This design comes from an exercise in tuning for small area on the open sky130 flow, not from production work.
Function was checked by simulation only, so behaviour that the tests miss may differ from the original.
Power and IR drop assume default switching activity.

==> inputs of willow <==
Design parking_system_top, start of the top module:
module parking_system_top(clk, reset, car_enter, car_exit, car_sel, car1_state, car2_state, car3_state, full_flag, empty_flag, led_timer_1, led_timer_2, led_timer_3, led_cost_1, led_cost_2, led_cost_3);
clock: 20.0 ns
lec_check: 0
cap_margin: 20
core_margin: 2
core_utilization: 40
gpl_timing_driven: 0
slew_margin: 20
standard.sh (not shown) runs the stock make flow with config.mk's settings and CLKGATE_MAP_FILE= SYNTH_SCRIPT=/design/flow/synth_recipe.tcl, a recipe that flattens the netlist after the stock synthesis.
==> flow/flow/run.sh <==
#!/bin/bash
# The standard layout (standard.sh: the ORFS flow and its standard synthesis), with three
# changes to how the layout is built:
#  - after the standard synthesis, its combinational logic is re-mapped for area by Yosys/ABC
#    (flow/reopt.tcl: amap); the registers are kept exactly as the standard synthesis made
#    them (same cells, same names); the rest of the flow then runs on that netlist;
#  - ports are buffered with the smallest buffer (sky130_fd_sc_hd__buf_1) instead of the
#    default pick, a 10 um2 delay buffer; every port still gets its buffer;
#  - clock tree synthesis uses small clock buffers and no dummy loads.
set -euo pipefail
export BUFFER_PORTS_ARGS="-buffer_cell sky130_fd_sc_hd__buf_1"
export CTS_ARGS="-sink_clustering_enable -repair_clock_nets -dont_use_dummy_load -buf_list {sky130_fd_sc_hd__clkbuf_2 sky130_fd_sc_hd__clkbuf_4} -root_buf sky130_fd_sc_hd__clkbuf_4 -sink_clustering_size 20"
bash standard.sh synth > synth.log 2>&1
res=orfs/results/$FLOW_PLATFORM/parking_system_top/base
cp "$res/1_2_yosys.v" standard_synth.v
export REOPT_LIB=$FLOW_HOME/platforms/$FLOW_PLATFORM/lib/sky130_fd_sc_hd__tt_025C_1v80.lib
export REOPT_IN=$PWD/standard_synth.v
export REOPT_OUT=$PWD/reopt_synth.v
yosys -c flow/reopt.tcl > reopt.log 2>&1
cp reopt_synth.v "$res/1_2_yosys.v"
bash standard.sh > standard.log 2>&1
==> flow/flow/reopt.tcl <==
# Re-map the combinational logic of the standard synthesis for area (yosys -c).
# The registers are kept as they are: same cells, same instance names.
yosys -import
set lib $::env(REOPT_LIB)
read_liberty -ignore_miss_func $lib
read_verilog $::env(REOPT_IN)
hierarchy -top $::env(FLOW_TOP)
tee -o $::env(REOPT_IN).stat stat -liberty $lib $::env(FLOW_TOP)
# registers stay cells; every other cell is replaced by its logic function
setattr -mod -set keep_hierarchy 1 sky130_fd_sc_hd__df* sky130_fd_sc_hd__edf*
flatten
select $::env(FLOW_TOP)
opt_clean
abc -liberty $lib -dont_use sky130_fd_sc_hd__probe_p_8 -dont_use sky130_fd_sc_hd__probec_p_8 -dont_use sky130_fd_sc_hd__lpflow_bleeder_1 -dont_use sky130_fd_sc_hd__lpflow_clkbufkapwr_1 -dont_use sky130_fd_sc_hd__lpflow_clkbufkapwr_16 -dont_use sky130_fd_sc_hd__lpflow_clkbufkapwr_2 -dont_use sky130_fd_sc_hd__lpflow_clkbufkapwr_4 -dont_use sky130_fd_sc_hd__lpflow_clkbufkapwr_8 -dont_use sky130_fd_sc_hd__lpflow_clkinvkapwr_1 -dont_use sky130_fd_sc_hd__lpflow_clkinvkapwr_16 -dont_use sky130_fd_sc_hd__lpflow_clkinvkapwr_2 -dont_use sky130_fd_sc_hd__lpflow_clkinvkapwr_4 -dont_use sky130_fd_sc_hd__lpflow_clkinvkapwr_8 -dont_use sky130_fd_sc_hd__lpflow_decapkapwr_12 -dont_use sky130_fd_sc_hd__lpflow_decapkapwr_3 -dont_use sky130_fd_sc_hd__lpflow_decapkapwr_4 -dont_use sky130_fd_sc_hd__lpflow_decapkapwr_6 -dont_use sky130_fd_sc_hd__lpflow_decapkapwr_8 -dont_use sky130_fd_sc_hd__lpflow_inputiso0n_1 -dont_use sky130_fd_sc_hd__lpflow_inputiso0p_1 -dont_use sky130_fd_sc_hd__lpflow_inputiso1n_1 -dont_use sky130_fd_sc_hd__lpflow_inputiso1p_1 -dont_use sky130_fd_sc_hd__lpflow_inputisolatch_1 -dont_use sky130_fd_sc_hd__lpflow_isobufsrc_1 -dont_use sky130_fd_sc_hd__lpflow_isobufsrc_16 -dont_use sky130_fd_sc_hd__lpflow_isobufsrc_2 -dont_use sky130_fd_sc_hd__lpflow_isobufsrc_4 -dont_use sky130_fd_sc_hd__lpflow_isobufsrc_8 -dont_use sky130_fd_sc_hd__lpflow_isobufsrckapwr_16 -dont_use sky130_fd_sc_hd__lpflow_lsbuf_lh_hl_isowell_tap_1 -dont_use sky130_fd_sc_hd__lpflow_lsbuf_lh_hl_isowell_tap_2 -dont_use sky130_fd_sc_hd__lpflow_lsbuf_lh_hl_isowell_tap_4 -dont_use sky130_fd_sc_hd__lpflow_lsbuf_lh_isowell_4 -dont_use sky130_fd_sc_hd__lpflow_lsbuf_lh_isowell_tap_1 -dont_use sky130_fd_sc_hd__lpflow_lsbuf_lh_isowell_tap_2 -dont_use sky130_fd_sc_hd__lpflow_lsbuf_lh_isowell_tap_4  -script {+strash;dch;amap;topo}
opt_clean -purge
hilomap -singleton -hicell sky130_fd_sc_hd__conb_1 HI -locell sky130_fd_sc_hd__conb_1 LO
insbuf -buf sky130_fd_sc_hd__buf_1 A X
opt_clean -purge
tee -o $::env(REOPT_OUT).stat stat -liberty $lib $::env(FLOW_TOP)
write_verilog -noattr -nohex -nodec -selected $::env(REOPT_OUT)
==> inputs of amber, as changes to willow <==
==> flow/flow/run.sh (replaced) <==
#!/bin/bash
# The standard layout (standard.sh: the ORFS flow and synthesis, unchanged), with two
# changes to how the layout is built:
#  - ports are buffered with the smallest buffer (sky130_fd_sc_hd__buf_1) instead of the
#    default pick, which is a 10 um2 delay buffer; every port still gets its buffer;
#  - clock tree synthesis uses small clock buffers and no dummy loads.
set -euo pipefail
export BUFFER_PORTS_ARGS="-buffer_cell sky130_fd_sc_hd__buf_1"
export CTS_ARGS="-sink_clustering_enable -repair_clock_nets -dont_use_dummy_load -buf_list {sky130_fd_sc_hd__clkbuf_2 sky130_fd_sc_hd__clkbuf_4} -root_buf sky130_fd_sc_hd__clkbuf_4 -sink_clustering_size 20"
bash standard.sh > standard.log 2>&1
- CORE_UTILIZATION: 40 -> 70
- GPL_TIMING_DRIVEN: 0 -> default
removed: flow/flow/reopt.tcl
==> inputs of sierra, as changes to willow <==
- GPL_TIMING_DRIVEN: 0 -> default
==> comparison <==
- Via count: willow is smaller than sierra (0.26%).
- Sequential cell count is the same in amber and willow.
- The highest final area belongs to amber, the lowest to willow.
- Clock-buffer cell count is the same in willow and amber.
- Clock skew: amber > willow > sierra.
- Against sierra, the synthesized cell count of amber is lower by 11%.
- Global-route usage: willow is lower than amber (7.9 points).
==> figures <==
| quantity | sierra | amber | willow |
|---|---|---|---|
| N_taps | 105 | 70 | 105 |
| Global-route usage over all layers | 17.8% | 25.8% | 17.9% |
| Area of the core | 0.00826 mm2 | 0.00514 mm2 | 0.00826 mm2 |
| Most common cell after layout, fill and taps aside | sky130_fd_sc_hd__nor2_1 | sky130_fd_sc_hd__buf_1 | sky130_fd_sc_hd__nor2_1 |
| Detailed-router iteration count before antenna repair | 5 | 6 | 6 |
| Result of the run | complete, no violations | complete, no violations | complete, no violations |
| Number of multi-input logic gates | 276 | 224 | 276 |
| Critical Path Sink | car_ctrl_mem_r1[9]$_DFFE_PP_ | car_ctrl_mem_r3[5]$_DFFE_PP_ | car_ctrl_mem_r1[9]$_DFFE_PP_ |
| Wire length per cell | 13.5 um | 15.4 um | 14.1 um |
| Data arrival time of the critical path | 10.92 ns | 11.84 ns | 11.76 ns |
| Overall Power | 0.000244 W | 0.000251 W | 0.000244 W |
| Std cell rows | 33 | 26 | 33 |
| Area of the die | 0.00930 mm2 | 0.00593 mm2 | 0.00930 mm2 |
| Flip-flop and latch power | 0.000147 W | 0.000149 W | 0.000147 W |
| Worst path required time | 20.13 ns | 20.08 ns | 20.14 ns |

## static timing again, ports no longer ideal
The results above use ideal ports. As a check the final layouts listed here were re-extracted and re-timed, cells and wires unchanged. Step 1, drivers: a clkbuf_16 drives clk and a buf_2 each remaining input, both assumed. Step 2 also shifts input and output timing later by t, the mid clock arrival at the registers, as if the neighbouring blocks saw the same clock. a / b / c = ideal ports / drivers / drivers and shift; a / b = the first two.
| run | shift t [ns] | slack for setup (ns) | hold slack, ns |
|---|---|---|---|
| willow | 0.407 | 8.385 / 8.392 / 7.985 | 0.391 / 0.391 / 0.391 |
| amber | 0.408 | 8.240 / 8.246 / 7.838 | 0.402 / 0.402 / 0.402 |
| sierra | 0.413 | 9.217 / 9.216 / 8.803 | 0.388 / 0.388 / 0.388 |
After both steps every run listed still meets setup and hold. For sierra, which loses most, drivers alone change the setup slack by -0.001 ns; drivers and shift together by -0.414 ns.
